Source: an optimization exercise on an open RTL-to-GDS flow (aim: small area). Production flows keep margins and buffers that such runs may drop.
Power and IR drop assume default switching activity.

==> inputs of job 5282 <==
==> flow/design.v <==
module timerWrapper(PCLK, PENABLE, PSEL, PRESETN, PWRITE, PREADY, PSLVERR,
                    PADDR, PWDATA, PRDATA);
input PCLK, PENABLE, PSEL, PRESETN, PWRITE;
input  [31:0] PWDATA;
input  [7:0] PADDR;
output [31:0] PRDATA;
output PREADY, PSLVERR;
assign PREADY = 1'b1;
assign PSLVERR = 1'b0;
reg [31:0] overflowReg;
reg [31:0] controlReg;
reg [31:0] cnt_q;
reg        cnt_inc;        
reg        cnt_zero;       
reg        overflowReset;  
wire wr     = PSEL & PENABLE & PWRITE;
wire wr_ovf = wr & (PADDR[3:2] == 2'b00);
wire wr_cnt = wr & (PADDR[3:2] == 2'b01);
wire wr_ctl = wr & (PADDR[3:2] == 2'b10);
wire [31:0] wdata = PWDATA & {32{PRESETN}};
wire [31:0] cnt = cnt_zero ? 32'd0 : (cnt_q + {31'd0, cnt_inc});
wire        hit = (cnt == overflowReg);
always @(posedge PCLK) begin
  if (wr_ovf | ~PRESETN) overflowReg <= wdata;
  if (wr_ctl | ~PRESETN) controlReg  <= wdata;
  cnt_q <= wr_cnt ? PWDATA : cnt;
end
always @(posedge PCLK) begin
  if (~PRESETN) begin
    cnt_inc       <= 1'b0;
    cnt_zero      <= 1'b1;
    overflowReset <= 1'b0;
  end else begin
    overflowReset <= wr_ovf;
    if (overflowReset) begin
      cnt_inc  <= 1'b0;
      cnt_zero <= 1'b1;
    end else if (wr_cnt | ~controlReg[0]) begin
      cnt_inc  <= 1'b0;
      cnt_zero <= 1'b0;
    end else begin
      cnt_inc  <= ~hit;
      cnt_zero <= hit;
    end
  end
end
assign PRDATA = PADDR[3] ? controlReg : (PADDR[2] ? cnt_q : overflowReg);
endmodule
==> flow/run.sh <==
#!/bin/bash
# synth_recipe.tcl (not shown) runs the flow's synth.tcl, then flattens the netlist and writes it again
# the make line also repeats each setting of config.mk as NAME=value (left out here)
make -C /OpenROAD-flow-scripts/flow DESIGN_CONFIG=/design/flow/config.mk WORK_HOME=/design/flow/orfs CLKGATE_MAP_FILE= SYNTH_SCRIPT=/design/flow/synth_recipe.tcl finish
==> flow/config.mk <==
export PLATFORM = sky130hd
export DESIGN_NAME = timerWrapper
export DESIGN_NICKNAME = timerWrapper
export VERILOG_FILES = /design/flow/design.v
export SDC_FILE = /design/flow/constraint.sdc
export NUM_CORES = 4
export LEC_CHECK = 0
export CAP_MARGIN = 20
export CORE_MARGIN = 2
export CORE_UTILIZATION = 40
export CTS_BUF_LIST = sky130_fd_sc_hd__clkbuf_8
export CTS_CLUSTER_DIAMETER = 100
export CTS_CLUSTER_SIZE = 30
export GPL_TIMING_DRIVEN = 0
export SLEW_MARGIN = 20
==> flow/constraint.sdc <==
create_clock -name core_clock -period 3.0 [get_ports {PCLK}]
set_input_delay 0.6000 -clock core_clock [delete_from_list [all_inputs] [get_ports {PCLK}]]
set_output_delay 0.6000 -clock core_clock [all_outputs]
set_load 0.01 [all_outputs]
==> job 3586: changes against job 5282 <==
==> flow/design.v, changed modules only <==
module tm_cnt_bit(input r, input t, input d, input wr, input keep, input ovf,
                  output y, output e);
  wire x = r ^ t;               
  assign y = (wr & d) | (keep & x);
  assign e = ~(x ^ ovf);
endmodule
module tm_rd_bit(input o, input c, input r, input so, input sc, input sr,
                 output y);
  assign y = (o & so) | (r & sr) | (c & sc);
endmodule
module tm_carry4(input ci, input [3:0] r, output [3:0] t);
  assign t[0] = ci;
  assign t[1] = ci & r[0];
  assign t[2] = ci & r[0] & r[1];
  assign t[3] = ci & r[0] & r[1] & r[2];
endmodule
module tm_and4(input [3:0] a, output y);
  assign y = &a;
endmodule
module timerWrapper(PCLK, PENABLE, PSEL, PRESETN, PWRITE, PREADY, PSLVERR,
                    PADDR, PWDATA, PRDATA);
input PCLK, PENABLE, PSEL, PRESETN, PWRITE;
input  [31:0] PWDATA;
input  [7:0] PADDR;
output [31:0] PRDATA;
output PREADY, PSLVERR;
assign PREADY = 1'b1;
assign PSLVERR = 1'b0;
reg [31:0] overflowReg;
reg [31:0] controlReg;
reg [31:0] cnt_q;
reg        cnt_inc;        
reg        cnt_zero;       
reg        overflowReset;  
wire wr     = PSEL & PENABLE & PWRITE;
wire wr_ovf = wr & ~PADDR[3] & ~PADDR[2];
wire wr_cnt = wr & ~PADDR[3] &  PADDR[2];
wire wr_ctl = wr &  PADDR[3] & ~PADDR[2];
wire [31:0] wdata = PWDATA & {32{PRESETN}};
wire [7:0] bp;
wire [7:0] bc;
wire [31:0] t;
assign bc[0] = cnt_inc;
genvar i;
generate
  for (i = 0; i < 8; i = i + 1) begin : blk
    tm_and4   u_p(.a(cnt_q[4*i+3:4*i]), .y(bp[i]));
    tm_carry4 u_c(.ci(bc[i]), .r(cnt_q[4*i+3:4*i]), .t(t[4*i+3:4*i]));
    if (i < 7) begin : ch
      assign bc[i+1] = bc[i] & bp[i];
    end
  end
endgenerate
wire        keep = ~wr_cnt & ~cnt_zero;
wire [31:0] cnt_d;
wire [31:0] eq;
generate
  for (i = 0; i < 32; i = i + 1) begin : bits
    tm_cnt_bit u_b(.r(cnt_q[i]), .t(t[i]), .d(PWDATA[i]), .wr(wr_cnt),
                   .keep(keep), .ovf(overflowReg[i]), .y(cnt_d[i]), .e(eq[i]));
  end
endgenerate
wire hit = cnt_zero ? ~|overflowReg : &eq;
always @(posedge PCLK) begin
  if (wr_ovf | ~PRESETN) overflowReg <= wdata;
  if (wr_ctl | ~PRESETN) controlReg  <= wdata;
  cnt_q <= cnt_d;
end
always @(posedge PCLK) begin
  if (~PRESETN) begin
    cnt_inc       <= 1'b0;
    cnt_zero      <= 1'b1;
    overflowReset <= 1'b0;
  end else begin
    overflowReset <= wr_ovf;
    if (overflowReset) begin
      cnt_inc  <= 1'b0;
      cnt_zero <= 1'b1;
    end else if (wr_cnt | ~controlReg[0]) begin
      cnt_inc  <= 1'b0;
      cnt_zero <= 1'b0;
    end else begin
      cnt_inc  <= ~hit;
      cnt_zero <= hit;
    end
  end
end
wire sel_ovf = ~PADDR[3] & ~PADDR[2];
wire sel_cnt = ~PADDR[3] &  PADDR[2];
wire sel_ctl =  PADDR[3];
generate
  for (i = 0; i < 32; i = i + 1) begin : rd
    tm_rd_bit u_r(.o(overflowReg[i]), .c(controlReg[i]), .r(cnt_q[i]),
                  .so(sel_ovf), .sc(sel_ctl), .sr(sel_cnt), .y(PRDATA[i]));
  end
endgenerate
endmodule
Settings changed: CTS_BUF_LIST sky130_fd_sc_hd__clkbuf_8 to sky130_fd_sc_hd__clkbuf_4 sky130_fd_sc_hd__clkbuf_8, CTS_CLUSTER_DIAMETER 100 to unset, CTS_CLUSTER_SIZE 30 to unset, SYNTH_HIERARCHICAL set to 1.
==> qor summary <==
Result of the run: job 5282 no timing/DRC/antenna violations; job 3586 finished with violations
Violated checks: job 5282 -; job 3586 setup timing
Port-buffer cells: job 5282 69; job 3586 70
Mux contribution to synthesized area: job 5282 8.95%; job 3586 0%
Register area share after synthesis: job 5282 48.6%; job 3586 54.9%
Via count of the first global-routing pass: job 5282 4298; job 3586 3651
Final worst-path setup slack: job 5282 0.178 ns; job 3586 -0.0230 ns
Leakage power: job 5282 2.38 nW; job 3586 2.54 nW
Critical register-to-register path endpoint: job 5282 cnt_inc$_SDFF_PP0_; job 3586 cnt_zero$_SDFF_PP1_
Share of cells above drive strength 1: job 5282 11.3%; job 3586 17.8%
Number of nets in the final layout: job 5282 664; job 3586 529
Sequential cell area: job 5282 0.00262 mm²; job 3586 0.00264 mm²
Final cycle utilization of the critical path: job 5282 94.1%; job 3586 101%
YS warnings: job 5282 1; job 3586 7
Total global-route track usage: job 5282 21.7%; job 3586 19.7%
Die X: job 5282 120 µm; job 3586 113 µm
Most common cell in the netlist: job 5282 nand2_1; job 3586 edfxtp_1
Setup repair after global routing missed its margin: job 5282 false; job 3586 true
No functional check of the RTL was part of any run of this note.

[re-timing with driven ports]
Ports are ideal in the flow. The routed layouts listed here were re-timed in OpenROAD.
Step 1 sets driving cells, clkbuf_16 on the clock port and buf_2 on the other inputs (assumed; they add their load-dependent delay and slew).
Step 2 times the ports against the registers' clock, not the clock port: input delays grow and output delays shrink by t, the midpoint of the rising clock arrivals with the driver on.
a / b / c = no drivers / after step 1 / after step 2; a / b = the first two.
run	shift t [ns]	slack for setup (ns)	worst setup path at the end	latest minus earliest clock arrival (ns)
job 5282	0.429	0.178 / 0.176 / 0.176	input to output	0.009 / 0.009
job 3586	0.393	-0.023 / -0.023 / -0.023	register to register	0.009 / 0.008
For job 5282, which loses most, drivers alone change the setup slack by -0.002 ns; drivers and shift together by -0.002 ns.
